Context: an optimization exercise on an open-source flow, tuned for small area. The choices shown serve that exercise and are no tape-out recipe.
RTL that was checked went through simulation tests only; none was proved equivalent to the original.
Only the layout flow was run in run 5; the RTL was not checked for function there.
Power and IR drop assume default switching activity.

### flow/config.mk
export PLATFORM = sky130hd
export DESIGN_NAME = mainClock
export DESIGN_NICKNAME = mainClock
export VERILOG_FILES = /design/flow/design.v
export SDC_FILE = /design/flow/constraint.sdc
export NUM_CORES = 4
export LEC_CHECK = 0
export CAP_MARGIN = 20
export CORE_MARGIN = 2
export CORE_UTILIZATION = 55
export SLEW_MARGIN = 20
### flow/constraint.sdc
create_clock -name core_clock -period 20.0 [get_ports {FPGAclk}]
set_input_delay 4.0000 -clock core_clock [delete_from_list [all_inputs] [get_ports {FPGAclk}]]
set_output_delay 4.0000 -clock core_clock [all_outputs]
set_load 0.01 [all_outputs]
### flow/design.v
module mainClock(
    output Vsync,
    output Hsync,
    output [2:0] Rcolor,
    output [2:0] Gcolor,
    output [1:0] Bcolor,
    output reg [3:0] lScore,
    output reg [3:0] rScore,
    output [1:0] winner,
    output reg speakerOut,
    input FPGAclk,
    input reset,
    input startGame,
    input setColor,
    input setSpeed,
    input [2:0] Rinput,
    input [2:0] Ginput,
    input [1:0] Binput,
    input encoderLA,
    input encoderLB,
    input encoderRA,
    input encoderRB
    );
    function [15:0] add;
        input [15:0] a;
        input [15:0] b;
        input ci;
        integer i;
        reg c;
        begin
            c = ci;
            for (i = 0; i < 16; i = i + 1) begin
                add[i] = a[i] ^ b[i] ^ c;
                c = (a[i] & b[i]) | (c & (a[i] ^ b[i]));
            end
        end
    endfunction
    function ltu;
        input [15:0] a;
        input [15:0] b;
        integer i;
        reg c;
        begin
            c = 0;
            for (i = 0; i < 16; i = i + 1)
                c = (~a[i] & b[i]) | (~a[i] & c) | (b[i] & c);
            ltu = c;
        end
    endfunction
    reg ph;              
    reg [9:0] X;         
    reg [9:0] Y;         
    reg inv;             
    reg [2:0] Rmem;
    reg [2:0] Gmem;
    reg [1:0] Bmem;
    reg [7:0] gameSpeed;
    reg [7:0] gameCount;
    reg [13:0] pauseCount;
    reg [4:0] toneFrq;
    reg playTone;
    reg [8:0] lp;        
    reg [8:0] rp;        
    reg [8:0] bh;        
    reg [7:0] bv;        
    reg mr, md;
    reg prevRA, prevLA;
    reg [1:0] gameState;
    reg wl;              
    wire disp = ~(X[9] & (X[8] | X[7]));            
    wire dp = ~ph & disp;                           
    wire cv = (X != 0) & ltu(X, 641);   
    assign Hsync = ~(~ltu(X, 657) & ltu(X, 752));
    wire yhigh = Y[9] & ((~Y[8] & Y[5] & (Y[3] | (Y[2] & Y[1] & Y[0]))) | (Y[8] & Y[1]));
    assign Vsync = ~yhigh;
    wire x656 = (X == 656);
    wire x799 = X[9] & X[8] & (&X[4:0]);
    wire y479 = ~Y[9] & Y[8] & Y[7] & Y[6] & (&Y[4:0]);
    wire y552 = Y[9] & ~Y[8] & Y[5] & Y[3];
    assign Rcolor = cv ? (Rmem ^ {3{inv}}) : 3'd0;
    assign Gcolor = cv ? (Gmem ^ {3{inv}}) : 3'd0;
    assign Bcolor = cv ? (Bmem ^ {2{inv}}) : 2'd0;
    wire g3 = gameState[1] & gameState[0];
    assign winner = {g3 & ~wl, g3 & wl};
    wire [8:0] V = Y[8:0];
    wire [4:0] step = 5'd17 - {1'b0, gameSpeed[7:4]};
    wire run = gameState[1] | gameState[0];
    wire mvR = run & encoderRA & ~prevRA;
    wire mvL = run & encoderLA & ~prevLA;
    wire [15:0] rsum = add({7'b0, rp}, {6'b0, {5{encoderRB}}, step ^ {5{encoderRB}}}, encoderRB);
    wire [15:0] lsum = add({7'b0, lp}, {6'b0, {5{encoderLB}}, step ^ {5{encoderLB}}}, encoderLB);
    wire rok = encoderRB ? ~rsum[9] : ltu(rsum[8:0], 355);
    wire lok = encoderLB ? ~lsum[9] : ltu(lsum[8:0], 355);
    wire [8:0] rp_n = (mvR & rok) ? rsum[8:0] : rp;
    wire [8:0] lp_n = (mvL & lok) ? lsum[8:0] : lp;
    wire [8:0] pd = X[9] ? rp_n : lp_n;
    wire [15:0] dP = add({7'b0, V}, {6'b0, 1'b1, ~pd}, 1'b1);
    wire vP = ~dP[9] & ~ltu(dP[8:0], 16) & ltu(dP[8:0], 115);
    wire hP = (~ltu(X, 601) & ltu(X, 620)) | (~ltu(X, 21) & ltu(X, 40));
    wire [15:0] dBH = add({7'b0, X[9:1]}, {6'b0, 1'b1, ~bh}, 1'b1);
    wire hB = ~dBH[9] & ltu(dBH[8:0], 10) & ((dBH[3:0] != 0) | X[0]);
    wire [15:0] dBV = add({8'b0, V[8:1]}, {7'b0, 1'b1, ~bv}, 1'b1);
    wire vB = ~dBV[8] & ~ltu(dBV[7:0], 8) & (ltu(dBV[7:0], 17) | ((dBV[7:0] == 17) & ~V[0]));
    wire hit = (hP & vP) | (hB & vB);
    wire [7:0] gs_n = setSpeed ? {Rinput, Ginput, Binput} : gameSpeed;
    wire stepNow = ~ltu(gameCount, gs_n);
    wire s1 = gameState == 1;
    wire s2 = gameState == 2;
    wire gstep = dp & s1 & stepNow;
    wire rw = mr & bh[8] & bh[5] & bh[4] & bh[2] & bh[1];    
    wire lw = ~mr & (bh == 0);
    wire wall = rw | lw;
    wire lwin = rw & lScore[3] & lScore[0];                  
    wire rwin = lw & rScore[3] & rScore[0];
    wire win = lwin | rwin;
    wire [8:0] pc_ = mr ? rp_n : lp_n;
    wire [15:0] dC = add({7'b0, bv, 1'b0}, {6'b0, 1'b1, ~pc_}, 1'b1);
    wire pHit = dC[9] ? ~ltu(dC[8:0], 9'h1ed) : ltu(dC[8:0], 100);
    wire inCol = mr ? (~ltu(bh, 291) & ltu(bh, 300)) : (ltu(bh, 20) & ~ltu(bh, 11));
    wire phit = ~wall & inCol & pHit;
    wire lt6200 = ltu(pauseCount, 6200);
    wire tinc = playTone & lt6200;
    wire tz = playTone & ~lt6200;
    wire s3ns = dp & g3 & ~startGame;
    wire s23 = (dp & s2) | s3ns;
    wire [15:0] pcsum = add({2'b0, pauseCount}, {14'b0, tinc & s23, 1'b0}, tinc ^ s23);
    wire gt1250 = ~tz & (tinc ? ~ltu(pauseCount, 1250) : ~ltu(pauseCount, 1251));
    wire ge625 = ~tz & (tinc ? ~ltu(pauseCount, 624) : ~ltu(pauseCount, 625));
    wire pclr = (gstep & win) | (s3ns & gt1250) | tz;
    always @(posedge FPGAclk) begin
        prevRA <= encoderRA;
        prevLA <= encoderLA;
        if (dp) inv <= hit;
        if (gstep & wall) wl <= rw;
    end
    always @(posedge FPGAclk or posedge reset) begin
        if (reset) begin
            ph <= 0; X <= 656; Y <= 1021;
            Rmem <= 0; Gmem <= 0; Bmem <= 0;
            gameSpeed <= 128; gameCount <= 0; pauseCount <= 0; toneFrq <= 0; playTone <= 1;
            speakerOut <= 0;
            lp <= 190; rp <= 190; bh <= 155; bv <= 115; mr <= 0; md <= 0;
            gameState <= 0; lScore <= 0; rScore <= 0;
        end else begin
            ph <= ~ph;
            rp <= rp_n;
            lp <= lp_n;
            if (tinc) begin
                toneFrq <= add(toneFrq, 0, 1);
                if (&toneFrq) speakerOut <= ~speakerOut;
            end
            playTone <= (playTone & lt6200) | (gstep & phit);
            pauseCount <= pclr ? {13'b0, tz & s23} : pcsum[13:0];
            if (~ph) begin
                X <= x799 ? 10'd0 : add(X, 0, 1);
                if (x656) Y <= y479 ? 10'd512 : y552 ? 10'd0 : add(Y, 0, 1);
            end
            if (dp) begin
                if (setColor) begin
                    Rmem <= Rinput; Gmem <= Ginput; Bmem <= Binput;
                end
                gameSpeed <= gs_n;
                case (gameState)
                    0: if (startGame) gameState <= 1;
                    1: begin
                        gameCount <= stepNow ? 8'd0 : add(gameCount, 0, 1);
                        if (stepNow) begin
                            if (wall) begin
                                mr <= lw;
                                bh <= 155;
                                bv <= md ? 116 : 114;
                                gameState <= win ? 2'd3 : 2'd2;
                                if (rw & ~win) lScore <= add(lScore, 0, 1);
                                if (lw & ~win) rScore <= add(rScore, 0, 1);
                            end else begin
                                if (phit) mr <= ~mr;
                                else bh <= add(bh, mr ? 0 : 16'hffff, mr);
                                if (md) begin
                                    bv <= add(bv, (bv == 218) ? 16'hffff : 0, bv != 218);
                                    if (bv == 218) md <= 0;
                                end else begin
                                    if (bv == 0) md <= 1;
                                    else bv <= add(bv, 16'hffff, 0);
                                end
                            end
                        end
                    end
                    2: if (~playTone & (&pauseCount)) gameState <= 1;
                    3: begin
                        if (startGame) begin
                            lScore <= 0; rScore <= 0; gameState <= 1;
                        end else if (wl) begin
                            lScore[2:1] <= {2{ge625}};
                        end else begin
                            rScore[2:1] <= {2{ge625}};
                        end
                    end
                endcase
            end
        end
    end
endmodule
### flow/flow/run.sh
#!/bin/bash
# Own layout flow: the standard ORFS flow (standard.sh) with
#  - an area-oriented ABC script (flow/abc_area.script) for the
#    combinational mapping, and no separate full/half-adder extraction,
#    so ABC maps the adders too;
#  - a clock tree built from clkbuf_4 without dummy loads.
# Registers come from the standard synthesis unchanged (dfflibmap runs before
# ABC, which does not touch flip-flops).  Each tool's full output is in the
# ORFS logs under orfs/logs; make's own output is in flow_make.log here.
set -euo pipefail
rm -rf scripts_area
cp -r "$FLOW_HOME/scripts" scripts_area
cp flow/abc_area.script scripts_area/abc_area.script
bash standard.sh "SCRIPTS_DIR=$PWD/scripts_area" ABC_AREA=1 ADDER_MAP_FILE= \
    "CTS_ARGS=-sink_clustering_enable -repair_clock_nets -dont_use_dummy_load -buf_list sky130_fd_sc_hd__clkbuf_4" \
    finish > flow_make.log 2>&1
### flow/flow/abc_area.script
strash
&get -n
&deepsyn -T 60
&put
dch -f
amap
topo
### flow/standard.sh
#!/bin/bash
# synth_recipe.tcl (not shown) runs the flow's synth.tcl, then flattens the netlist and writes it again
# the make line also repeats each setting of config.mk as NAME=value (left out here)
make -C /OpenROAD-flow-scripts/flow DESIGN_CONFIG=/design/flow/config.mk WORK_HOME=/design/flow/orfs CLKGATE_MAP_FILE= SYNTH_SCRIPT=/design/flow/synth_recipe.tcl "${@:-finish}"
==> results of run 1 <==
[logic make-up after synthesis]
family | share of synthesized area (%)
buffers and inverters | 7.20
DFF | 42.5
and+or+nand+nor | 22.0
AOI/OAI and AO/OA | 28.3
[area by class of cell]
| class | instances | area share (%) |
|---|---|---|
| multi-input combinational | 658 | 45.5 |
| sequential | 117 | 38.5 |
| clock buffer | 17 | 1.65 |
| tap | 172 | 2.79 |
| timing repair buffer | 39 | 4.99 |
| inverter | 134 | 6.55 |
[registers in the layout, indices dropped and copies added (netlist names), 2 cells and up]
register	flops
pauseCount	14
X	10
Y	10
bh	9
lp	9
rp	9
bv	8
gameCount	8
gameSpeed	8
toneFrq	5
lScore	4
rScore	4
Gmem	3
Rmem	3
Bmem	2
gameState	2
[routing by layer]
layer / global-route usage [%] / part of all wire [%]
met5: 0 / 0
met4: 9.96 / 2.5
met3: 5.97 / 4.5
met2: 42.2 / 46
met1: 36.5 / 47
[cells in the final DEF, fill, tap and decap left out, drive strengths merged, types with 11 or more instances in the layout]
cell type	synthesis	routed
o221ai	15	15
nor4	11	11
dfrtp	77	77
a21oi	51	51
a31oi	13	13
nor2	183	183
nor3	29	29
o21a	16	16
clkbuf	0	17
nand2	65	65
nor2b	11	11
o22ai	66	66
o21ai	68	68
a211oi	23	23
dfstp	36	36
clkdlybuf4s50	0	37
clkinv	134	133
or2	12	12
nand3	14	14
[worst max-delay path: cells and delay by family]
family / cells / cell delay (ns)
AOI/OAI and AO/OA: 20 / 4.80
and+or+nand+nor: 15 / 1.86
buffers and inverters: 6 / 1.69
[final timing paths]
path / startpoint / to
worst max-delay path: encoderLB / bh[2]$_DFFE_PP0P_
max in group asynchronous: reset / lp[0]$_DFF_PP0_
worst min-delay path: ph$_DFF_PP0_ / X[0]$_DFFE_PP0N_
worst max register to register: gameSpeed[5]$_DFFE_PP0P_ / bh[2]$_DFFE_PP0P_
worst min register to register: ph$_DFF_PP0_ / X[0]$_DFFE_PP0N_
min in group asynchronous: reset / toneFrq[4]$_DFFE_PP0P_
[power by group through the flow]
stage	registers (mW)	logic [mW]	clock network (mW)
3_3_place_gp	0.370	0.361	0
3_5_place_dp	0.372	0.373	0
2_1_floorplan	0.355	0.288	0
5_1_grt	0.378	0.428	0.126
4_1_cts	0.368	0.376	0.116
6_report	0.370	0.381	0.113
[stage by stage]
stage / util, % / setup WS (ns) / instances / instance area (um2)
global placement: 60.7 / 8.06 / 1120 / 7590
finish: 61.7 / 8.07 / 1137 / 7720
detailed placement: 60.7 / 7.66 / 1120 / 7590
global route: 61.7 / 7.06 / 1137 / 7720
floorplan: - / 9.37 / 909 / 6990
CTS: 61.7 / 8.19 / 1137 / 7720
==> impl_metrics.env, run 1 <==
export IMPL_grt_pass1_wl_um=28800
export IMPL_tightestPinTransition_ns=0.976
export IMPL_layout_drive_gt1_share_pct=5.80
export IMPL_dieArea_um2=13600
export IMPL_clk_pin_slew_ns=0.08
export IMPL_grt_max_degree=70
export IMPL_final_nets=984
export IMPL_fillers=1211
export IMPL_synth_common_cells="183 x nor2_1, 134 x clkinv_1, 77 x dfrtp_1"
export IMPL_die_w_um=117
export IMPL_power_switching_mw=0.371
export IMPL_crit_type="primary input to register"
export IMPL_ir_drop_mv=0.0694
export IMPL_p_leak_nw=2.85
export IMPL_setup_viol=0
export IMPL_intPower_mw=0.493
export IMPL_area_delta_synth_final_pct=10.5
export IMPL_post_cts_repair_setup_buffers=0
export IMPL_period_needed_ns=11.93
export IMPL_grt_use_total_pct=26.8
export IMPL_ys_types=47
export IMPL_yosysMostFrequentCell="nor2_1"
export IMPL_crit_path_start_kind="primary input"
export IMPL_min_delay_path_depth=1
export IMPL_power_frac_clock_pct=13.1
export IMPL_power_density_nw_per_um2=112
export IMPL_cpMostUsedCell="nor2_1"
export IMPL_slew_headroom_pct=34.1
export IMPL_status="complete, no violations"
export IMPL_max_stage_delay_ns=0.88
export IMPL_antenna_found_initial=0
export IMPL_cts_resized=0
export IMPL_drt_pass1_iterations=5
export IMPL_power_frac_comb_pct=44.1
export IMPL_cp_arrival_ns=12.36
export IMPL_hold_path_class="register to register"
export IMPL_fin_tns_setup_ns=0
export IMPL_multi_input_area_um2=3510
export IMPL_ys_seq_area_share_pct=42.5
export IMPL_drtIter0Drc=492
export IMPL_cts_tree="built"
export IMPL_period_share_pct=59.6
export IMPL_rows=41
export IMPL_skew_ns=0.0317
export IMPL_grt_pass1_vias=6184
export IMPL_slew_viol_final=0
export IMPL_root_buffer="clkbuf_4"
export IMPL_core_area_um2=12500
export IMPL_seq_power_share_pct=42.8
export IMPL_hold_viol=0
export IMPL_ys_flop_type="dfrtp_1"
export IMPL_rsz0062_at_grt="false"
export IMPL_max_clock_freq_mhz=83.8
export IMPL_netlist_instances=909
export IMPL_cts_htree_levels=4
export IMPL_drc=0
export IMPL_dpl_hpwl_um=13300
export IMPL_cts_sinks=117
export IMPL_insertion_delay_ns=0.53
export IMPL_routed_wl_um=17500
export IMPL_rrSetupSlack_ns=11.63
export IMPL_finalPower_mw=0.864
export IMPL_critPathRequiredTime_ns=20.43
export IMPL_overflow=0
export IMPL_portBuffers=37
export IMPL_synth_edf_count=2
export IMPL_swShare_pct=42.9
export IMPL_ys_warn_count=1
export IMPL_maxCapViolCount=0
export IMPL_vias=6854
export IMPL_clock_path_buffers=2
export IMPL_die_height_um=117
export IMPL_syn_area_um2=6990
export IMPL_ys_ff_latch=117
export IMPL_ys_async_sr_fraction_pct=96.6
export IMPL_ant_nets=0
export IMPL_gp_congestion=0.928
export IMPL_yosys_top_cells_area="dfrtp_1 28%, dfstp_2 14%, nor2_1 9.8%"
export IMPL_final_seq_area_um2=2970
export IMPL_wire_per_inst_um=15.4
export IMPL_avgSynthCellArea_um2=7.69
export IMPL_synth_fp_nets=926
export IMPL_crit_fanout=7
export IMPL_antenna_cells=0
export IMPL_start_util_pct=55.8
export IMPL_yosysTopAreaCell="dfrtp_1"
export IMPL_via_per_inst=6.03
export IMPL_ctsHoldBuffers=0
export IMPL_holdWs_ns=0.482
export IMPL_reg2reg_depth=40
export IMPL_crit_path_top_delay_cell="o41ai_1"
export IMPL_cp_end_kind="register"
export IMPL_cts_made_buffers=17
export IMPL_boundaryPins=38
export IMPL_synth_top_cell_area_share_pct=27.6
==> inputs of run 2 (changes only) <==
==> flow/flow/abc_area.script (replaced) <==
strash
&get -n
&deepsyn -T 120
&put
dch -f
amap
topo
--- a/flow/config.mk
+++ b/flow/config.mk
@@ -7,5 +7,5 @@
 export LEC_CHECK = 0
 export CAP_MARGIN = 20
 export CORE_MARGIN = 2
-export CORE_UTILIZATION = 55
+export CORE_UTILIZATION = 80
 export SLEW_MARGIN = 20
==> impl_metrics.env, run 2 <==
export IMPL_synth_edf_count=2
export IMPL_ys_types=47
export IMPL_synth_fp_nets=935
export IMPL_yosys_top_cells_area="dfrtp_1 28%, dfstp_2 14%, nor2_1 11%"
export IMPL_synth_common_cells="199 x nor2_1, 136 x clkinv_1, 77 x dfrtp_1"
export IMPL_avgSynthCellArea_um2=7.57
export IMPL_yosysMostFrequentCell="nor2_1"
export IMPL_ys_flop_type="dfrtp_1"
export IMPL_ys_warn_count=1
export IMPL_ys_async_sr_fraction_pct=96.6
export IMPL_ys_ff_latch=117
export IMPL_portBuffers=37
export IMPL_rows=34
export IMPL_synth_top_cell_area_share_pct=27.7
export IMPL_ys_seq_area_share_pct=42.8
export IMPL_die_height_um=97.2
export IMPL_netlist_instances=918
export IMPL_status="aborted with a tool error"
export IMPL_boundaryPins=38
export IMPL_syn_area_um2=6950
export IMPL_die_w_um=97.2
export IMPL_start_util_pct=81.3
export IMPL_error_line="[ERROR GPL-0301] Utilization 100.190 % exceeds 100%."
export IMPL_yosysTopAreaCell="dfrtp_1"
export IMPL_lastStage="global placement"
[run 2: cell families after synthesis]
kind of cell / Yosys count / share of synthesized area, %
buf+inv: 136 / 7.34
flops: 117 / 42.8
compound gates: 309 / 27.8
simple gates: 356 / 22.1
==> inputs of run 3 (changes only) <==
--- a/flow/config.mk
+++ b/flow/config.mk
@@ -7,5 +7,5 @@
 export LEC_CHECK = 0
 export CAP_MARGIN = 20
 export CORE_MARGIN = 2
-export CORE_UTILIZATION = 80
+export CORE_UTILIZATION = 70
 export SLEW_MARGIN = 20
==> impl_metrics.env, run 3 <==
export IMPL_hold_path_class="register to register"
export IMPL_critPathRequiredTime_ns=20.43
export IMPL_hold_viol=0
export IMPL_avgSynthCellArea_um2=7.57
export IMPL_skew_ns=0.0203
export IMPL_die_height_um=104
export IMPL_grt_max_degree=72
export IMPL_cts_sinks=117
export IMPL_dpl_hpwl_um=13800
export IMPL_final_cell_mix="199 x nor2_1, 135 x clkinv_1, 77 x dfrtp_1, 73 x o21ai_0, 72 x o22ai_1"
export IMPL_insertion_delay_ns=0.54
export IMPL_final_cell_area_um2=7630
export IMPL_top_regs="pauseCount x14, X x10, Y x10"
export IMPL_yosys_top_cells_area="dfrtp_1 28%, dfstp_2 14%, nor2_1 11%"
export IMPL_crit_fanout=6
export IMPL_utilization_pct=78.8
export IMPL_drt_pass1_iterations=7
export IMPL_ir_drop_mv=0.0567
export IMPL_syn_area_um2=6950
export IMPL_netlist_instances=918
export IMPL_root_buffer="clkbuf_4"
export IMPL_cts_resized=0
export IMPL_start_util_pct=71.8
export IMPL_fin_tns_setup_ns=0
export IMPL_clock_path_buffers=2
export IMPL_ys_flop_type="dfrtp_1"
export IMPL_via_per_inst=6.58
export IMPL_grt_use_total_pct=34.9
export IMPL_portBuffers=37
export IMPL_max_clock_freq_mhz=77.5
export IMPL_grt_pass1_wl_um=31000
export IMPL_ys_warn_count=1
export IMPL_cts_htree_levels=4
export IMPL_ys_types=47
export IMPL_post_cts_repair_setup_buffers=0
export IMPL_synth_edf_count=2
export IMPL_layout_drive_gt1_share_pct=5.75
export IMPL_max_stage_delay_ns=0.67
export IMPL_period_share_pct=64.5
export IMPL_slew_viol_final=0
export IMPL_cp_arrival_ns=13.33
export IMPL_crit_path_start_kind="primary input"
export IMPL_rows=36
export IMPL_clk_pin_slew_ns=0.08
export IMPL_dieArea_um2=10700
export IMPL_yosysTopAreaCell="dfrtp_1"
export IMPL_power_density_nw_per_um2=108
export IMPL_status="complete, no violations"
export IMPL_largest_reg_flops=14
export IMPL_ys_seq_area_share_pct=42.8
export IMPL_yosysMostFrequentCell="nor2_1"
export IMPL_gp_congestion=0.969
export IMPL_synth_common_cells="199 x nor2_1, 136 x clkinv_1, 77 x dfrtp_1"
export IMPL_antenna_cells=0
export IMPL_grt_pass1_vias=6944
export IMPL_final_nets=993
export IMPL_layout_commonest_cell="nor2_1"
export IMPL_rsz0062_at_grt="false"
export IMPL_setup_viol=0
export IMPL_place_area_um2=7510
export IMPL_p_leak_nw=2.87
export IMPL_synth_top_cell_area_share_pct=27.7
export IMPL_wire_per_inst_um=16.8
export IMPL_overflow=0
export IMPL_period_needed_ns=12.90
export IMPL_top_register="pauseCount"
export IMPL_ctsHoldBuffers=0
export IMPL_antenna_found_initial=0
export IMPL_ant_nets=0
export IMPL_drtIter0Drc=753
export IMPL_die_w_um=104
export IMPL_cts_made_buffers=17
export IMPL_cpMostUsedCell="o21ai_0"
export IMPL_boundaryPins=38
export IMPL_routed_wl_um=18600
export IMPL_vias=7287
export IMPL_ys_async_sr_fraction_pct=96.6
export IMPL_drc=0
export IMPL_tightestPinTransition_ns=0.893
export IMPL_synth_fp_nets=935
export IMPL_maxCapViolCount=0
export IMPL_cp_end_kind="register"
export IMPL_area_delta_synth_final_pct=9.81
export IMPL_crit_path_top_delay_cell="a311oi_1"
export IMPL_slew_headroom_pct=39.7
export IMPL_core_area_um2=9680
export IMPL_cts_tree="built"
export IMPL_ys_ff_latch=117
export IMPL_crit_type="primary input to register"
==> run 3: cell counts after synthesis <==
No cell type changed its count.
==> run 3: critical path, delay by kind of cell <==
kind | cells | cell delay, ns
compound gates | 24 | 5.12
simple gates | 20 | 2.56
buf+inv | 7 | 1.65
==> run 3: layout make-up <==
type	instances	area, um2
tap	133	166
timing repair buffer	39	385
clock buffer	17	128
fill	679	2050
sequential	117	2970
multi-input combinational	665	3470
inverter	136	513
==> run 3: worst paths after layout <==
check / slack, ns / cells after the start / endpoint / start
worst max-delay path: 7.10 / 51 / bh[8]$_DFFE_PP0P_ / encoderLB
worst min-delay path: 0.50 / 2 / gameSpeed[2]$_DFFE_PP0P_ / gameSpeed[2]$_DFFE_PP0P_
worst max register to register: 10.69 / 50 / bh[8]$_DFFE_PP0P_ / gameSpeed[5]$_DFFE_PP0P_
worst min register to register: 0.50 / 2 / gameSpeed[2]$_DFFE_PP0P_ / gameSpeed[2]$_DFFE_PP0P_
max in group asynchronous: 14.85 / 3 / X[8]$_DFFE_PP0N_ / reset
min in group asynchronous: 3.86 / 2 / gameCount[2]$_DFFE_PP0P_ / reset
==> run 3: per-layer routing <==
metal  vias to the layer above  global-route usage [%]  share of wire (%)
li1                       3408                       -                  -
met1                      3399                    42.6                 40
met2                       391                    59.9                 48
met3                        89                    8.12                8.1
met4                         0                    14.3                3.5
met5                         -                       0                  0
==> run 3: metrics by stage <==
| step | std cells | total power [mW] | setup slack (ns) | hold WS (ns) |
|---|---|---|---|---|
| 6_report | 1107 | 0.826 | 7.10 | 0.499 |
| 3_5_place_dp | 1090 | 0.700 | 6.81 | 0.480 |
| 3_3_place_gp | 1090 | 0.676 | 7.12 | 0.472 |
| 4_1_cts | 1107 | 0.812 | 7.32 | 0.499 |
| 2_1_floorplan | 918 | 0.606 | 9.25 | 0.451 |
| 5_1_grt | 1107 | 0.879 | 6.12 | 0.531 |
==> run 3: kinds of logic after synthesis <==
family | after synthesis | share of synthesized area, %
AOI/OAI and AO/OA | 309 | 27.8
and+or+nand+nor | 356 | 22.1
buffers and inverters | 136 | 7.34
DFF | 117 | 42.8
==> run 3: where the power goes <==
group	switching [mW]	total, mW	internal, mW
Clock	0.0761	0.115	0.0387
Combinational	0.224	0.351	0.127
Sequential	0.0566	0.361	0.304
Total	0.356	0.826	0.470
==> inputs of run 4 (changes only) <==
--- a/flow/config.mk
+++ b/flow/config.mk
@@ -7,5 +7,5 @@
 export LEC_CHECK = 0
 export CAP_MARGIN = 20
 export CORE_MARGIN = 2
-export CORE_UTILIZATION = 70
+export CORE_UTILIZATION = 55
 export SLEW_MARGIN = 20
==> impl_metrics.env, run 4 <==
export IMPL_drt_pass1_iterations=6
export IMPL_ir_drop_mv=0.0437
export IMPL_setup_slack_ns=7.31
export IMPL_post_cts_repair_setup_buffers=0
export IMPL_grt_pass1_vias=6199
export IMPL_routed_wl_um=17700
export IMPL_period_share_pct=63.4
export IMPL_ys_warn_count=1
export IMPL_status="complete, no violations"
export IMPL_cts_resized=0
export IMPL_syn_area_um2=6950
export IMPL_crit_type="primary input to register"
export IMPL_dieArea_um2=13600
export IMPL_grt_max_degree=61
export IMPL_cts_made_buffers=17
export IMPL_hold_path_class="register to register"
export IMPL_setup_viol=0
export IMPL_ys_async_sr_fraction_pct=96.6
export IMPL_cp_end_kind="register"
export IMPL_ant_nets=0
export IMPL_power_density_nw_per_um2=105
export IMPL_grt_pass1_wl_um=28700
export IMPL_clock_path_buffers=2
export IMPL_clk_pin_slew_ns=0.08
export IMPL_drtIter0Drc=506
export IMPL_die_height_um=116
export IMPL_layout_drive_gt1_share_pct=5.75
export IMPL_rows=41
export IMPL_netlist_instances=918
export IMPL_cts_tree="built"
export IMPL_drc=0
export IMPL_maxCapViolCount=0
export IMPL_final_cell_mix="199 x nor2_1, 135 x clkinv_1, 77 x dfrtp_1, 73 x o21ai_0, 72 x o22ai_1"
export IMPL_ys_seq_area_share_pct=42.8
export IMPL_largest_reg_flops=14
export IMPL_top_regs="pauseCount x14, X x10, Y x10"
export IMPL_hold_viol=0
export IMPL_fin_tns_setup_ns=0
export IMPL_ctsHoldBuffers=0
export IMPL_area_delta_synth_final_pct=10.5
export IMPL_root_buffer="clkbuf_4"
export IMPL_synth_common_cells="199 x nor2_1, 136 x clkinv_1, 77 x dfrtp_1"
export IMPL_synth_edf_count=2
export IMPL_yosysTopAreaCell="dfrtp_1"
export IMPL_gp_congestion=0.910
export IMPL_crit_path_top_delay_cell="a311oi_1"
export IMPL_insertion_delay_ns=0.52
export IMPL_overflow=0
export IMPL_portBuffers=37
export IMPL_slew_headroom_pct=28.1
export IMPL_max_clock_freq_mhz=78.8
export IMPL_skew_ns=0.0330
export IMPL_die_w_um=116
export IMPL_cts_sinks=117
export IMPL_layout_commonest_cell="nor2_1"
export IMPL_ys_ff_latch=117
export IMPL_dpl_hpwl_um=13400
export IMPL_via_per_inst=5.98
export IMPL_reg2reg_depth=48
export IMPL_p_leak_nw=2.87
export IMPL_avgSynthCellArea_um2=7.57
export IMPL_antenna_cells=0
export IMPL_top_register="pauseCount"
export IMPL_ys_types=47
export IMPL_cp_arrival_ns=13.09
export IMPL_boundaryPins=38
export IMPL_grt_use_total_pct=27.1
export IMPL_crit_fanout=6
export IMPL_vias=6854
export IMPL_synth_top_cell_area_share_pct=27.7
export IMPL_synth_fp_nets=935
export IMPL_max_stage_delay_ns=0.73
export IMPL_period_needed_ns=12.69
export IMPL_cts_htree_levels=4
export IMPL_rsz0062_at_grt="false"
export IMPL_critPathRequiredTime_ns=20.41
export IMPL_cpMostUsedCell="o21ai_0"
export IMPL_start_util_pct=55.8
export IMPL_min_delay_path_depth=1
export IMPL_slew_viol_final=0
export IMPL_wire_per_inst_um=15.4
export IMPL_crit_path_start_kind="primary input"
export IMPL_antenna_found_initial=0
export IMPL_final_nets=993
export IMPL_yosysMostFrequentCell="nor2_1"
export IMPL_pre_cts_ws_ns=7.00
export IMPL_tightestPinTransition_ns=1.07
export IMPL_yosys_top_cells_area="dfrtp_1 28%, dfstp_2 14%, nor2_1 11%"
export IMPL_core_area_um2=12500
export IMPL_ys_flop_type="dfrtp_1"
## run 4: cell counts in the layout (fill, tap and decap cells not counted)
Identical to the previous run, type by type.
## run 4: metal layers
metal	wire, um	track usage [%]	vias to the layer above
met5	0	0	-
met4	324	9.37	0
met3	1110	6.18	33
met2	8240	44.4	218
met1	7980	35.5	3187
li1	-	-	3416
## run 4: final cells by class
cell class                      count  area [um2]
Tap cell                          172         215
Timing Repair Buffer               39         385
Clock buffer                       17         128
Inverter                          136         513
Multi-Input combinational cell    665        3470
Sequential cell                   117        2970
Fill cell                        1121        4780
## run 4: cell families (layout without fill, tap and decap cells)
family	count (synthesis)	after routing	synth area share [%]
buffers and inverters	136	192	7.34
AOI/OAI and AO/OA	309	309	27.8
DFF	117	117	42.8
and+or+nand+nor	356	356	22.1
## run 4: metrics by stage
stage	std cells	total power, mW	hold slack [ns]	utilization (%)	area [um2]
CTS	1146	0.808	0.493	61.6	7680
detailed placement	1129	0.694	0.478	60.6	7550
floorplan	918	0.606	0.451	-	6950
global route	1146	0.877	0.509	61.6	7680
finish	1146	0.810	0.490	61.6	7680
global placement	1129	0.681	0.471	60.6	7550
## run 4: power by group
group	internal [mW]	switching [mW]
registers	0.304	0.0530
logic	0.127	0.212
clock network	0.0387	0.0747
total	0.470	0.340
## run 4: critical path: cells and delay by family
family | cells | cell delay (ns)
buffers and inverters | 7 | 1.64
AOI/OAI and AO/OA | 25 | 5.27
and+or+nand+nor | 17 | 2.18
## run 4: path summary, 6_finish.rpt
check	from	endpoint	slack, ns
setup / recovery	encoderLB	bh[8]$_DFFE_PP0P_	7.31
hold / removal	toneFrq[4]$_DFFE_PP0P_	toneFrq[4]$_DFFE_PP0P_	0.49
setup reg to reg	gameSpeed[5]$_DFFE_PP0P_	bh[8]$_DFFE_PP0P_	10.88
min in group asynchronous	reset	gameSpeed[5]$_DFFE_PP0P_	3.94
max in group asynchronous	reset	X[5]$_DFFE_PP0N_	14.84
hold reg to reg	toneFrq[4]$_DFFE_PP0P_	toneFrq[4]$_DFFE_PP0P_	0.49
==> inputs of run 5 (changes only) <==
--- a/flow/design.v
+++ b/flow/design.v
@@ -66,7 +66,6 @@
     reg mr, md;
     reg prevRA, prevLA;
     reg [1:0] gameState;
-    reg wl;              
     wire disp = ~(X[9] & (X[8] | X[7]));            
     wire dp = ~ph & disp;                           
     wire cv = (X != 0) & ltu(X, 641);   
@@ -81,7 +80,7 @@
     assign Gcolor = cv ? (Gmem ^ {3{inv}}) : 3'd0;
     assign Bcolor = cv ? (Bmem ^ {2{inv}}) : 2'd0;
     wire g3 = gameState[1] & gameState[0];
-    assign winner = {g3 & ~wl, g3 & wl};
+    assign winner = {g3 & mr, g3 & ~mr};
     wire [8:0] V = Y[8:0];
     wire [4:0] step = 5'd17 - {1'b0, gameSpeed[7:4]};
     wire run = gameState[1] | gameState[0];
@@ -131,7 +130,6 @@
         prevRA <= encoderRA;
         prevLA <= encoderLA;
         if (dp) inv <= hit;
-        if (gstep & wall) wl <= rw;
     end
     always @(posedge FPGAclk or posedge reset) begin
         if (reset) begin
@@ -189,7 +187,7 @@
                     3: begin
                         if (startGame) begin
                             lScore <= 0; rScore <= 0; gameState <= 1;
-                        end else if (wl) begin
+                        end else if (~mr) begin
                             lScore[2:1] <= {2{ge625}};
                         end else begin
                             rScore[2:1] <= {2{ge625}};
==> impl_metrics.env, run 5 <==
export IMPL_status="complete, no violations"
export IMPL_ir_drop_mv=0.0565
export IMPL_timing_critical_path_buf_inv=4
export IMPL_ys_types=51
export IMPL_top_register="pauseCount"
export IMPL_max_clock_freq_mhz=88.9
export IMPL_synth_edf_count=1
export IMPL_ys_ff_latch=116
export IMPL_drc=0
export IMPL_synth_fp_nets=928
export IMPL_drtIter0Drc=456
export IMPL_grt_use_total_pct=28.3
export IMPL_dieArea_um2=13600
export IMPL_multi_input_area_um2=3520
export IMPL_critPathRequiredTime_ns=20.43
export IMPL_vias=6922
export IMPL_cp_arrival_ns=11.68
export IMPL_core_area_um2=12500
export IMPL_fillers=1164
export IMPL_antenna_found_initial=0
export IMPL_drt_pass1_iterations=5
export IMPL_synth_top_cell_area_share_pct=27.7
export IMPL_final_nets=987
export IMPL_maxCapViolCount=0
export IMPL_crit_family="compound AO/OA/AOI/OAI gates"
export IMPL_clock_path_buffers=2
export IMPL_grt_max_degree=75
export IMPL_hold_path_class="register to register"
export IMPL_crit_path_start_kind="primary input"
export IMPL_rows=41
export IMPL_ys_seq_area_share_pct=42.3
export IMPL_startpoint="encoderLB"
export IMPL_ctsHoldBuffers=0
export IMPL_layout_commonest_cell="nor2_1"
export IMPL_yosysTopAreaCell="dfrtp_1"
export IMPL_layout_drive_gt1_share_pct=5.89
export IMPL_slew_headroom_pct=23.6
export IMPL_post_cts_repair_setup_buffers=0
export IMPL_slew_viol_final=0
export IMPL_root_buffer="clkbuf_4"
export IMPL_cts_htree_levels=4
export IMPL_via_per_inst=6.07
export IMPL_p_leak_nw=2.87
export IMPL_ys_warn_count=1
export IMPL_largest_reg_flops=14
export IMPL_period_needed_ns=11.25
export IMPL_synth_common_cells="193 x nor2_1, 131 x clkinv_1, 77 x dfrtp_1"
export IMPL_cp_end_kind="register"
export IMPL_boundaryPins=38
export IMPL_top_regs="pauseCount x14, X x10, Y x10"
export IMPL_overflow=0
export IMPL_cts_made_buffers=17
export IMPL_setup_viol=0
export IMPL_crit_path_top_delay_cell="o41ai_1"
export IMPL_yosys_top_cells_area="dfrtp_1 28%, dfstp_2 14%, nor2_1 10%"
export IMPL_max_stage_delay_ns=0.98
export IMPL_crit_type="primary input to register"
export IMPL_gp_congestion=0.918
export IMPL_rsz0062_at_grt="false"
export IMPL_ant_nets=0
export IMPL_grt_pass1_vias=6449
export IMPL_final_cell_mix="193 x nor2_1, 130 x clkinv_1, 77 x dfrtp_1, 72 x o21ai_0, 69 x nand2_1"
export IMPL_final_seq_area_um2=2940
export IMPL_dpl_hpwl_um=13400
export IMPL_ys_flop_type="dfrtp_1"
export IMPL_wire_per_inst_um=15.7
export IMPL_place_area_um2=7570
export IMPL_skew_ns=0.0332
export IMPL_cpMostUsedCell="o21ai_0"
export IMPL_start_util_pct=55.8
export IMPL_fin_tns_setup_ns=0
export IMPL_hold_viol=0
export IMPL_final_cell_area_um2=7700
export IMPL_netlist_instances=911
export IMPL_timing_rr_start="gameSpeed[5]$_DFFE_PP0P_"
export IMPL_tightestPinTransition_ns=1.13
export IMPL_hp_start="speakerOut$_DFFE_PP0P_"
export IMPL_die_height_um=116
export IMPL_cts_tree="built"
export IMPL_clk_pin_slew_ns=0.08
export IMPL_routed_wl_um=17900
export IMPL_area_delta_synth_final_pct=10.6
export IMPL_portBuffers=37
export IMPL_cts_sinks=116
export IMPL_power_density_nw_per_um2=92.4
export IMPL_insertion_delay_ns=0.55
export IMPL_cts_resized=0
export IMPL_ys_async_sr_fraction_pct=97.4
export IMPL_period_share_pct=56.2
export IMPL_crit_fanout=9
export IMPL_yosysMostFrequentCell="nor2_1"
export IMPL_die_w_um=116
export IMPL_syn_area_um2=6960
export IMPL_grt_pass1_wl_um=30200
export IMPL_avgSynthCellArea_um2=7.64
## run 5: changes by cell type in the layout (fill, tap and decap cells not counted), sizes merged, moves of 5 or more
cell	delta
nor2	-6
a31oi	-5
a211oi	+5
a21oi	-12
clkinv	-5
a221oi	+7
o22a	+5
o22ai	-17
nor3	+6
## run 5: final timing paths
| path | slack (ns) | end | cells past startpoint |
|---|---|---|---|
| setup / recovery | 8.75 | bh[6]$_DFFE_PP0P_ | 33 |
| max in group asynchronous | 14.84 | rp[6]$_DFF_PP0_ | 3 |
| hold / removal | 0.49 | speakerOut$_DFFE_PP0P_ | 1 |
| hold reg to reg | 0.49 | speakerOut$_DFFE_PP0P_ | 1 |
| min in group asynchronous | 3.83 | gameCount[2]$_DFFE_PP0P_ | 2 |
| setup reg to reg | 11.89 | bh[6]$_DFFE_PP0P_ | 37 |
## run 5: logic make-up after synthesis
kind of cell	count (synthesis)	share of synthesized area, %
flops	116	42.3
buf+inv	131	7.07
compound gates	302	28.2
simple gates	362	22.4
## run 5: per-stage QoR
step	hold slack [ns]	setup slack [ns]	power, mW	utilization (%)	std cells
finish	0.488	8.75	0.711	61.8	1141
global route	0.519	8.00	0.763	61.7	1140
CTS	0.492	8.99	0.709	61.7	1140
detailed placement	0.478	8.50	0.593	60.7	1123
global placement	0.472	8.89	0.583	60.7	1123
floorplan	0.459	10.39	0.520	-	911
## run 5: metal layers
metal	GRT usage, %	part of all wire (%)	routed length [um]	vias to the layer above
li1	-	-	-	3381
met1	37.7	45	8010	3237
met2	46.4	47	8410	261
met3	5.40	5.9	1060	43
met4	10.6	2.4	437	0
met5	0	0	0	-
## run 5: report_power, final
group | leakage, nW | internal [mW] | total [mW] | switching [mW]
Combinational | 1.46 | 0.103 | 0.278 | 0.175
Sequential | 1.33 | 0.283 | 0.320 | 0.0373
Clock | 0.0782 | 0.0386 | 0.114 | 0.0752
Total | 2.87 | 0.424 | 0.711 | 0.287
## run 5: cell type report
cell class,count,area share [%]
multi-input cells,664,45.8
flip-flops and latches,116,38.2
inverters,131,6.42
repair buffers,40,5.10
well taps,172,2.80
clock buffers,17,1.66
diodes,1,0.0325
==> inputs of run 6 (changes only) <==
--- a/flow/design.v
+++ b/flow/design.v
@@ -66,6 +66,7 @@
     reg mr, md;
     reg prevRA, prevLA;
     reg [1:0] gameState;
+    reg wl;              
     wire disp = ~(X[9] & (X[8] | X[7]));            
     wire dp = ~ph & disp;                           
     wire cv = (X != 0) & ltu(X, 641);   
@@ -80,7 +81,7 @@
     assign Gcolor = cv ? (Gmem ^ {3{inv}}) : 3'd0;
     assign Bcolor = cv ? (Bmem ^ {2{inv}}) : 2'd0;
     wire g3 = gameState[1] & gameState[0];
-    assign winner = {g3 & mr, g3 & ~mr};
+    assign winner = {g3 & ~wl, g3 & wl};
     wire [8:0] V = Y[8:0];
     wire [4:0] step = 5'd17 - {1'b0, gameSpeed[7:4]};
     wire run = gameState[1] | gameState[0];
@@ -122,7 +123,8 @@
     wire tz = playTone & ~lt6200;
     wire s3ns = dp & g3 & ~startGame;
     wire s23 = (dp & s2) | s3ns;
-    wire [15:0] pcsum = add({2'b0, pauseCount}, {14'b0, tinc & s23, 1'b0}, tinc ^ s23);
+    wire [15:0] pc1 = add({2'b0, pauseCount}, 0, tinc);
+    wire [15:0] pcsum = add(pc1, 0, s23);
     wire gt1250 = ~tz & (tinc ? ~ltu(pauseCount, 1250) : ~ltu(pauseCount, 1251));
     wire ge625 = ~tz & (tinc ? ~ltu(pauseCount, 624) : ~ltu(pauseCount, 625));
     wire pclr = (gstep & win) | (s3ns & gt1250) | tz;
@@ -130,6 +132,7 @@
         prevRA <= encoderRA;
         prevLA <= encoderLA;
         if (dp) inv <= hit;
+        if (gstep & wall) wl <= rw;
     end
     always @(posedge FPGAclk or posedge reset) begin
         if (reset) begin
@@ -187,7 +190,7 @@
                     3: begin
                         if (startGame) begin
                             lScore <= 0; rScore <= 0; gameState <= 1;
-                        end else if (~mr) begin
+                        end else if (wl) begin
                             lScore[2:1] <= {2{ge625}};
                         end else begin
                             rScore[2:1] <= {2{ge625}};
==> flow/flow/abc_area.script (replaced) <==
strash
&get -n
&deepsyn -J 60 -T 600
&put
dch -f
amap
topo
==> impl_metrics.env, run 6 <==
export IMPL_max_stage_delay_ns=0.60
export IMPL_maxCapViolCount=0
export IMPL_overflow=0
export IMPL_timing_rr_start="gameSpeed[5]$_DFFE_PP0P_"
export IMPL_fillers=1104
export IMPL_ys_seq_area_share_pct=42.9
export IMPL_ys_flop_type="dfrtp_1"
export IMPL_grt_pass1_vias=6324
export IMPL_routed_wl_um=17300
export IMPL_max_clock_freq_mhz=84.3
export IMPL_clk_pin_slew_ns=0.09
export IMPL_portBuffers=37
export IMPL_ys_ff_latch=117
export IMPL_layout_commonest_cell="nor2_1"
export IMPL_synth_top_cell_area_share_pct=27.8
export IMPL_drt_pass1_iterations=7
export IMPL_final_cells=1124
export IMPL_antenna_found_initial=0
export IMPL_cts_sinks=117
export IMPL_avgSynthCellArea_um2=7.71
export IMPL_hold_viol=0
export IMPL_skew_ns=0.0352
export IMPL_status="complete, no violations"
export IMPL_seq_power_share_pct=44.9
export IMPL_yosys_top_cells_area="dfrtp_1 28%, dfstp_2 14%, nor2_1 9.8%"
export IMPL_cp_arrival_ns=12.32
export IMPL_setup_viol=0
export IMPL_crit_path_start_kind="primary input"
export IMPL_period_needed_ns=11.86
export IMPL_layout_drive_gt1_share_pct=6.17
export IMPL_gp_congestion=0.930
export IMPL_dp_cells=1107
export IMPL_cts_htree_levels=4
export IMPL_power_density_nw_per_um2=84.5
export IMPL_final_nets=975
export IMPL_ys_warn_count=1
export IMPL_power_frac_comb_pct=37.8
export IMPL_core_area_um2=12200
export IMPL_largest_reg_flops=14
export IMPL_power_frac_clock_pct=17.3
export IMPL_rows=40
export IMPL_grt_pass1_wl_um=29000
export IMPL_rrSetupSlack_ns=11.68
export IMPL_yosysMostFrequentCell="nor2_1"
export IMPL_drtIter0Drc=580
export IMPL_critPathRequiredTime_ns=20.46
export IMPL_power_switching_mw=0.247
export IMPL_insertion_delay_ns=0.55
export IMPL_die_w_um=116
export IMPL_crit_path_top_delay_cell="clkdlybuf4s50_1"
export IMPL_final_seq_area_um2=2970
export IMPL_utilization_pct=63.1
export IMPL_crit_type="primary input to register"
export IMPL_cts_tree="built"
export IMPL_slew_viol_final=0
export IMPL_synth_common_cells="180 x nor2_1, 127 x clkinv_1, 77 x dfrtp_1"
export IMPL_root_buffer="clkbuf_4"
export IMPL_wire_per_inst_um=15.4
export IMPL_drc=0
export IMPL_ys_types=49
export IMPL_via_per_inst=6.04
export IMPL_rsz0062_at_grt="false"
export IMPL_cts_resized=0
export IMPL_ctsHoldBuffers=0
export IMPL_crit_fanout=6
export IMPL_tightestPinTransition_ns=0.874
export IMPL_dpl_hpwl_um=13000
export IMPL_swShare_pct=38.1
export IMPL_cpMostUsedCell="o21ai_0"
export IMPL_dieArea_um2=13500
export IMPL_grt_max_degree=70
export IMPL_top_register="pauseCount"
export IMPL_die_height_um=116
export IMPL_hp_start="toneFrq[4]$_DFFE_PP0P_"
export IMPL_netlist_instances=898
export IMPL_period_share_pct=59.3
export IMPL_intPower_mw=0.401
export IMPL_multi_input_area_um2=3480
export IMPL_syn_area_um2=6920
export IMPL_startpoint="encoderLB"
export IMPL_area_delta_synth_final_pct=10.8
export IMPL_cts_made_buffers=17
export IMPL_final_cell_mix="180 x nor2_1, 126 x clkinv_1, 77 x dfrtp_1, 72 x o21ai_0, 71 x nand2_1"
export IMPL_boundaryPins=38
export IMPL_hold_path_class="register to register"
export IMPL_antenna_cells=0
export IMPL_ys_async_sr_fraction_pct=96.6
export IMPL_cp_end_kind="register"
export IMPL_fin_tns_setup_ns=0
export IMPL_synth_edf_count=2
export IMPL_start_util_pct=56.9
export IMPL_clock_path_buffers=2
export IMPL_p_leak_nw=2.86
export IMPL_top_regs="pauseCount x14, X x10, Y x10"
export IMPL_grt_use_total_pct=27.2
export IMPL_vias=6793
export IMPL_post_cts_repair_setup_buffers=0
export IMPL_slew_headroom_pct=41.1
export IMPL_ant_nets=0
export IMPL_yosysTopAreaCell="dfrtp_1"
export IMPL_synth_fp_nets=915
export IMPL_ir_drop_mv=0.0365
## run 6: cell count changes after synthesis, sizes merged, moves of 5 or more
cell,before,now
a21o,0,5
a21oi,53,66
a31oi,7,14
nor2,193,180
o21a,15,8
o22a,6,13
o22ai,55,50
or3,8,0
## run 6: cell families (layout without fill, tap and decap cells)
kind of cell           Yosys count  count (layout)  share of synthesized area (%)
AOI/OAI and AO/OA              315             315                           29.3
DFF                            117             117                           42.9
and+or+nand+nor                339             339                           20.9
buffers and inverters          127             185                           6.89
## run 6: through the flow
stage	instance area, um2	power (mW)	hold slack (ns)	worst slack (ns)
after floorplan	6920	0.472	0.451	9.64
after global placement	7540	0.527	0.470	8.32
after detailed placement	7540	0.535	0.479	7.79
after CTS	7660	0.650	0.500	8.35
after global routing	7670	0.696	0.537	7.18
final	7670	0.648	0.495	8.14
## run 6: path summary, 6_finish.rpt
check | end | cells after the start
max reg2reg | bh[7]$_DFFE_PP1P_ | 43
min | toneFrq[4]$_DFFE_PP0P_ | 1
min reg2reg | toneFrq[4]$_DFFE_PP0P_ | 1
max in group asynchronous | Y[1]$_DFFE_PP0P_ | 3
min in group asynchronous | gameCount[1]$_DFFE_PP0P_ | 2
max | bh[7]$_DFFE_PP1P_ | 44
## run 6: power groups by stage
stage	clock network [mW]	logic, mW	registers, mW
3_5_place_dp	0	0.241	0.294
5_1_grt	0.127	0.275	0.294
2_1_floorplan	0	0.183	0.289
6_report	0.112	0.245	0.291
3_3_place_gp	0	0.234	0.293
4_1_cts	0.118	0.242	0.290
## run 6: metal layers
| metal | GRT usage [%] | part of all wire (%) | vias up | wire [um] |
|---|---|---|---|---|
| li1 | - | - | 3374 | - |
| met1 | 36.3 | 46 | 3136 | 7910 |
| met2 | 43.8 | 47 | 252 | 8060 |
| met3 | 5.24 | 5.4 | 31 | 938 |
| met4 | 11.0 | 2.2 | 0 | 387 |
| met5 | 0 | 0 | - | 0 |
## run 6: area by class of cell
type | count | area share, %
repair buffers | 41 | 5.22
clock buffers | 17 | 1.66
multi-input cells | 654 | 45.4
well taps | 168 | 2.74
inverters | 127 | 6.25
flip-flops and latches | 117 | 38.8
## run 6: critical path: cells and delay by family
kind,cells,cell delay [ns]
buf+inv,6,1.43
simple gates,15,2.21
compound gates,23,4.67
==> inputs of run 7 (changes only) <==
--- a/flow/design.v
+++ b/flow/design.v
@@ -48,25 +48,32 @@
         end
     endfunction
     reg ph;              
-    reg [9:0] X;         
-    reg [9:0] Y;         
+    reg [9:0] X_x;
+    reg [9:0] Y_x;
     reg inv;             
     reg [2:0] Rmem;
     reg [2:0] Gmem;
     reg [1:0] Bmem;
-    reg [7:0] gameSpeed;
+    reg [7:0] gameSpeed_x;
     reg [7:0] gameCount;
     reg [13:0] pauseCount;
     reg [4:0] toneFrq;
-    reg playTone;
-    reg [8:0] lp;        
-    reg [8:0] rp;        
-    reg [8:0] bh;        
-    reg [7:0] bv;        
+    reg playTone_x;
+    reg [8:0] lp_x;
+    reg [8:0] rp_x;
+    reg [8:0] bh_x;
+    reg [7:0] bv_x;
     reg mr, md;
     reg prevRA, prevLA;
+    wire [9:0] X = X_x ^ 10'd656;
+    wire [9:0] Y = Y_x ^ 10'd1021;
+    wire [7:0] gameSpeed = gameSpeed_x ^ 8'd128;
+    wire [8:0] lp = lp_x ^ 9'd190;
+    wire [8:0] rp = rp_x ^ 9'd190;
+    wire [8:0] bh = bh_x ^ 9'd155;
+    wire [7:0] bv = bv_x ^ 8'd115;
+    wire playTone = playTone_x ^ 1'd1;
     reg [1:0] gameState;
-    reg wl;              
     wire disp = ~(X[9] & (X[8] | X[7]));            
     wire dp = ~ph & disp;                           
     wire cv = (X != 0) & ltu(X, 641);   
@@ -81,7 +88,7 @@
     assign Gcolor = cv ? (Gmem ^ {3{inv}}) : 3'd0;
     assign Bcolor = cv ? (Bmem ^ {2{inv}}) : 2'd0;
     wire g3 = gameState[1] & gameState[0];
-    assign winner = {g3 & ~wl, g3 & wl};
+    assign winner = {g3 & mr, g3 & ~mr};
     wire [8:0] V = Y[8:0];
     wire [4:0] step = 5'd17 - {1'b0, gameSpeed[7:4]};
     wire run = gameState[1] | gameState[0];
@@ -123,8 +130,7 @@
     wire tz = playTone & ~lt6200;
     wire s3ns = dp & g3 & ~startGame;
     wire s23 = (dp & s2) | s3ns;
-    wire [15:0] pc1 = add({2'b0, pauseCount}, 0, tinc);
-    wire [15:0] pcsum = add(pc1, 0, s23);
+    wire [15:0] pcsum = add({2'b0, pauseCount}, {14'b0, tinc & s23, 1'b0}, tinc ^ s23);
     wire gt1250 = ~tz & (tinc ? ~ltu(pauseCount, 1250) : ~ltu(pauseCount, 1251));
     wire ge625 = ~tz & (tinc ? ~ltu(pauseCount, 624) : ~ltu(pauseCount, 625));
     wire pclr = (gstep & win) | (s3ns & gt1250) | tz;
@@ -132,35 +138,34 @@
         prevRA <= encoderRA;
         prevLA <= encoderLA;
         if (dp) inv <= hit;
-        if (gstep & wall) wl <= rw;
     end
     always @(posedge FPGAclk or posedge reset) begin
         if (reset) begin
-            ph <= 0; X <= 656; Y <= 1021;
+            ph <= 0; X_x <= 0; Y_x <= 0;
             Rmem <= 0; Gmem <= 0; Bmem <= 0;
-            gameSpeed <= 128; gameCount <= 0; pauseCount <= 0; toneFrq <= 0; playTone <= 1;
+            gameSpeed_x <= 0; gameCount <= 0; pauseCount <= 0; toneFrq <= 0; playTone_x <= 0;
             speakerOut <= 0;
-            lp <= 190; rp <= 190; bh <= 155; bv <= 115; mr <= 0; md <= 0;
+            lp_x <= 0; rp_x <= 0; bh_x <= 0; bv_x <= 0; mr <= 0; md <= 0;
             gameState <= 0; lScore <= 0; rScore <= 0;
         end else begin
             ph <= ~ph;
-            rp <= rp_n;
-            lp <= lp_n;
+            rp_x <= (rp_n) ^ 9'd190;
+            lp_x <= (lp_n) ^ 9'd190;
             if (tinc) begin
                 toneFrq <= add(toneFrq, 0, 1);
                 if (&toneFrq) speakerOut <= ~speakerOut;
             end
-            playTone <= (playTone & lt6200) | (gstep & phit);
+            playTone_x <= ((playTone & lt6200) | (gstep & phit)) ^ 1'd1;
             pauseCount <= pclr ? {13'b0, tz & s23} : pcsum[13:0];
             if (~ph) begin
-                X <= x799 ? 10'd0 : add(X, 0, 1);
-                if (x656) Y <= y479 ? 10'd512 : y552 ? 10'd0 : add(Y, 0, 1);
+                X_x <= (x799 ? 10'd0 : add(X, 0, 1)) ^ 10'd656;
+                if (x656) Y_x <= (y479 ? 10'd512 : y552 ? 10'd0 : add(Y, 0, 1)) ^ 10'd1021;
             end
             if (dp) begin
                 if (setColor) begin
                     Rmem <= Rinput; Gmem <= Ginput; Bmem <= Binput;
                 end
-                gameSpeed <= gs_n;
+                gameSpeed_x <= (gs_n) ^ 8'd128;
                 case (gameState)
                     0: if (startGame) gameState <= 1;
                     1: begin
@@ -168,20 +173,20 @@
                         if (stepNow) begin
                             if (wall) begin
                                 mr <= lw;
-                                bh <= 155;
-                                bv <= md ? 116 : 114;
+                                bh_x <= (155) ^ 9'd155;
+                                bv_x <= (md ? 116 : 114) ^ 8'd115;
                                 gameState <= win ? 2'd3 : 2'd2;
                                 if (rw & ~win) lScore <= add(lScore, 0, 1);
                                 if (lw & ~win) rScore <= add(rScore, 0, 1);
                             end else begin
                                 if (phit) mr <= ~mr;
-                                else bh <= add(bh, mr ? 0 : 16'hffff, mr);
+                                else bh_x <= (add(bh, mr ? 0 : 16'hffff, mr)) ^ 9'd155;
                                 if (md) begin
-                                    bv <= add(bv, (bv == 218) ? 16'hffff : 0, bv != 218);
+                                    bv_x <= (add(bv, (bv == 218) ? 16'hffff : 0, bv != 218)) ^ 8'd115;
                                     if (bv == 218) md <= 0;
                                 end else begin
                                     if (bv == 0) md <= 1;
-                                    else bv <= add(bv, 16'hffff, 0);
+                                    else bv_x <= (add(bv, 16'hffff, 0)) ^ 8'd115;
                                 end
                             end
                         end
@@ -190,7 +195,7 @@
                     3: begin
                         if (startGame) begin
                             lScore <= 0; rScore <= 0; gameState <= 1;
-                        end else if (wl) begin
+                        end else if (~mr) begin
                             lScore[2:1] <= {2{ge625}};
                         end else begin
                             rScore[2:1] <= {2{ge625}};
==> flow/flow/abc_area.script (replaced) <==
strash
&get -n
&deepsyn -T 120
&put
dch -f
amap
topo
==> impl_metrics.env, run 7 <==
export IMPL_status="complete, no violations"
export IMPL_timing_critical_path_buf_inv=5
export IMPL_antenna_cells=0
export IMPL_skew_ns=0.0411
export IMPL_slew_viol_final=0
export IMPL_final_cell_area_um2=7720
export IMPL_ys_warn_count=1
export IMPL_die_height_um=117
export IMPL_top_register="pauseCount"
export IMPL_yosys_top_cells_area="dfrtp_1 41%, nor2_1 9.8%, clkinv_1 8.1%"
export IMPL_dpl_hpwl_um=13800
export IMPL_grt_max_degree=60
export IMPL_portBuffers=37
export IMPL_drt_pass1_iterations=5
export IMPL_fin_tns_setup_ns=0
export IMPL_cts_sinks=116
export IMPL_tightestPinTransition_ns=0.877
export IMPL_hold_path_class="register to register"
export IMPL_setup_viol=0
export IMPL_cts_resized=0
export IMPL_finalPower_mw=0.648
export IMPL_critPathRequiredTime_ns=20.43
export IMPL_die_w_um=117
export IMPL_hp_start="toneFrq[1]$_DFFE_PP0P_"
export IMPL_routed_wl_um=18000
export IMPL_synth_top_cell_area_share_pct=40.5
export IMPL_place_area_um2=7600
export IMPL_crit_type="primary input to register"
export IMPL_grt_pass1_vias=6366
export IMPL_largest_reg_flops=14
export IMPL_grt_pass1_wl_um=29800
export IMPL_core_area_um2=12500
export IMPL_yosysTopAreaCell="dfrtp_1"
export IMPL_crit_family="compound AO/OA/AOI/OAI gates"
export IMPL_avgSynthCellArea_um2=7.48
export IMPL_ys_flop_type="dfrtp_1"
export IMPL_rsz0062_at_grt="false"
export IMPL_ir_drop_mv=0.0618
export IMPL_ys_seq_area_share_pct=41.5
export IMPL_top_regs="pauseCount x14, X_x x10, Y_x x10"
export IMPL_ys_types=49
export IMPL_timing_rr_start="gameSpeed_x[5]$_DFFE_PP0P_"
export IMPL_antenna_found_initial=0
export IMPL_syn_area_um2=6980
export IMPL_period_needed_ns=11.99
export IMPL_final_nets=1010
export IMPL_synth_edf_count=1
export IMPL_dieArea_um2=13600
export IMPL_start_util_pct=55.8
export IMPL_fillers=1185
export IMPL_gp_congestion=0.902
export IMPL_root_buffer="clkbuf_4"
export IMPL_netlist_instances=933
export IMPL_synth_fp_nets=950
export IMPL_wire_per_inst_um=15.5
export IMPL_swShare_pct=40.1
export IMPL_power_switching_mw=0.260
export IMPL_max_clock_freq_mhz=83.4
export IMPL_cts_made_buffers=17
export IMPL_rows=41
export IMPL_drtIter0Drc=705
export IMPL_power_frac_comb_pct=37.6
export IMPL_insertion_delay_ns=0.55
export IMPL_period_share_pct=59.9
export IMPL_area_delta_synth_final_pct=10.7
export IMPL_power_density_nw_per_um2=83.9
export IMPL_boundaryPins=38
export IMPL_cts_htree_levels=4
export IMPL_synth_common_cells="183 x nor2_1, 151 x clkinv_1, 113 x dfrtp_1"
export IMPL_crit_path_top_delay_cell="a311oi_1"
export IMPL_power_frac_clock_pct=17.5
export IMPL_cp_arrival_ns=12.42
export IMPL_grt_use_total_pct=27.9
export IMPL_drc=0
export IMPL_startpoint="encoderRB"
export IMPL_via_per_inst=5.97
export IMPL_layout_commonest_cell="nor2_1"
export IMPL_max_stage_delay_ns=0.75
export IMPL_vias=6942
export IMPL_maxCapViolCount=0
export IMPL_crit_path_start_kind="primary input"
export IMPL_p_leak_nw=2.90
export IMPL_ant_nets=0
export IMPL_layout_drive_gt1_share_pct=2.22
export IMPL_clock_path_buffers=2
export IMPL_clk_pin_slew_ns=0.09
export IMPL_ctsHoldBuffers=0
export IMPL_post_cts_repair_setup_buffers=0
export IMPL_seq_power_share_pct=45.0
export IMPL_overflow=0
export IMPL_ys_ff_latch=116
export IMPL_crit_fanout=8
export IMPL_hold_viol=0
export IMPL_cts_tree="built"
export IMPL_final_cell_mix="183 x nor2_1, 150 x clkinv_1, 113 x dfrtp_1, 82 x nand2_1, 74 x o22ai_1"
export IMPL_yosysMostFrequentCell="nor2_1"
export IMPL_slew_headroom_pct=41.1
export IMPL_intPower_mw=0.388
export IMPL_cp_end_kind="register"
export IMPL_ys_async_sr_fraction_pct=97.4
## run 7: worst paths after layout
kind / endpoint / slack, ns / depth (start not counted)
max: bh_x[4]$_DFFE_PP0P_ / 8.01 / 40
min: toneFrq[1]$_DFFE_PP0P_ / 0.50 / 2
max reg2reg: bh_x[4]$_DFFE_PP0P_ / 11.62 / 39
min reg2reg: toneFrq[1]$_DFFE_PP0P_ / 0.50 / 2
max in group asynchronous: bv_x[6]$_DFFE_PP0P_ / 14.87 / 3
min in group asynchronous: lp_x[8]$_DFF_PP0_ / 3.92 / 2
## run 7: per-layer routing
metal / part of all wire (%) / track usage, % / vias to the layer above
li1: - / - / 3467
met1: 46 / 38.2 / 3233
met2: 45 / 43.1 / 199
met3: 5.2 / 5.71 / 43
met4: 3.1 / 12.5 / 0
met5: 0 / 0 / -
## run 7: worst register-to-register path, delay by kind of cell, from the launching register on
kind	cells	cell delay (ns)
flip-flops	1	0.45
AO/OA/AOI/OAI	19	4.46
AND/OR/NAND/NOR	16	2.80
buffers and inverters	4	0.56
## run 7: area by class of cell
cell class | count | area [um2] | area share (%)
Multi-Input combinational cell | 666 | 3510 | 45.5
Inverter | 151 | 569 | 7.37
Timing Repair Buffer | 41 | 400 | 5.18
Sequential cell | 116 | 2900 | 37.5
Tap cell | 172 | 215 | 2.79
Clock buffer | 17 | 128 | 1.65
## run 7: through the flow
| stage | hold WS [ns] | std cells | setup WS, ns | util (%) |
|---|---|---|---|---|
| global placement | 0.471 | 1146 | 8.09 | 60.7 |
| global route | 0.536 | 1163 | 7.13 | 61.7 |
| finish | 0.501 | 1163 | 8.01 | 61.7 |
| CTS | 0.501 | 1163 | 8.28 | 61.7 |
| detailed placement | 0.475 | 1146 | 7.75 | 60.7 |
| floorplan | 0.451 | 933 | 9.24 | - |
## run 7: cell families after synthesis
logic type / count (synthesis) / share of synthesized area, %
simple gates: 357 / 21.9
flops: 116 / 41.5
compound gates: 309 / 28.5
buf+inv: 151 / 8.12
## run 7: power groups by stage
stage               logic, mW  registers [mW]  clock network [mW]
floorplan               0.185           0.287                   0
global placement        0.232           0.294                   0
detailed placement      0.238           0.295                   0
CTS                     0.240           0.290               0.117
global route            0.274           0.295               0.125
finish                  0.244           0.291               0.113

afterwards: timing with drivers on the ports:
The flow's constraints put no driver on any port. The routed layouts listed below were extracted and timed again, unchanged, in two steps. Step 1 (the two cells are an assumption about what drives the block):
set clk [get_ports {FPGAclk}]
set_driving_cell -lib_cell sky130_fd_sc_hd__clkbuf_16 $clk
set_driving_cell -lib_cell sky130_fd_sc_hd__buf_2 [delete_from_list [all_inputs] $clk]
Step 2 also shifts input and output timing later by t, the mid clock arrival at the registers, as if the neighbouring blocks saw the same clock. Slacks: ideal ports / drivers / drivers and shift; pairs: ideal ports / drivers.
| run | t (ns) | setup WS [ns] | hold WS [ns] | latest minus earliest clock arrival (ns) | worst data-port slew with drivers (ns) |
|---|---|---|---|---|---|
| run 1 | 0.554 | 8.074 / 8.086 / 7.532 | 0.482 / 0.482 / 0.482 | 0.032 / 0.032 | 0.04 |
| run 3 | 0.562 | 7.100 / 7.104 / 6.541 | 0.499 / 0.499 / 0.499 | 0.023 / 0.023 | 0.04 |
| run 4 | 0.546 | 7.314 / 7.323 / 6.776 | 0.490 / 0.490 / 0.490 | 0.039 / 0.039 | 0.04 |
| run 5 | 0.571 | 8.751 / 8.760 / 8.189 | 0.488 / 0.488 / 0.488 | 0.033 / 0.034 | 0.03 |
| run 6 | 0.560 | 8.141 / 8.152 / 7.592 | 0.495 / 0.495 / 0.495 | 0.039 / 0.039 | 0.03 |
| run 7 | 0.563 | 8.013 / 8.021 / 7.458 | 0.501 / 0.501 / 0.501 | 0.044 / 0.044 | 0.03 |
After both steps setup and hold are still met in every run listed. The setup slack of run 5, which loses most, moves by +0.009 ns with the drivers and by -0.562 ns with both steps.
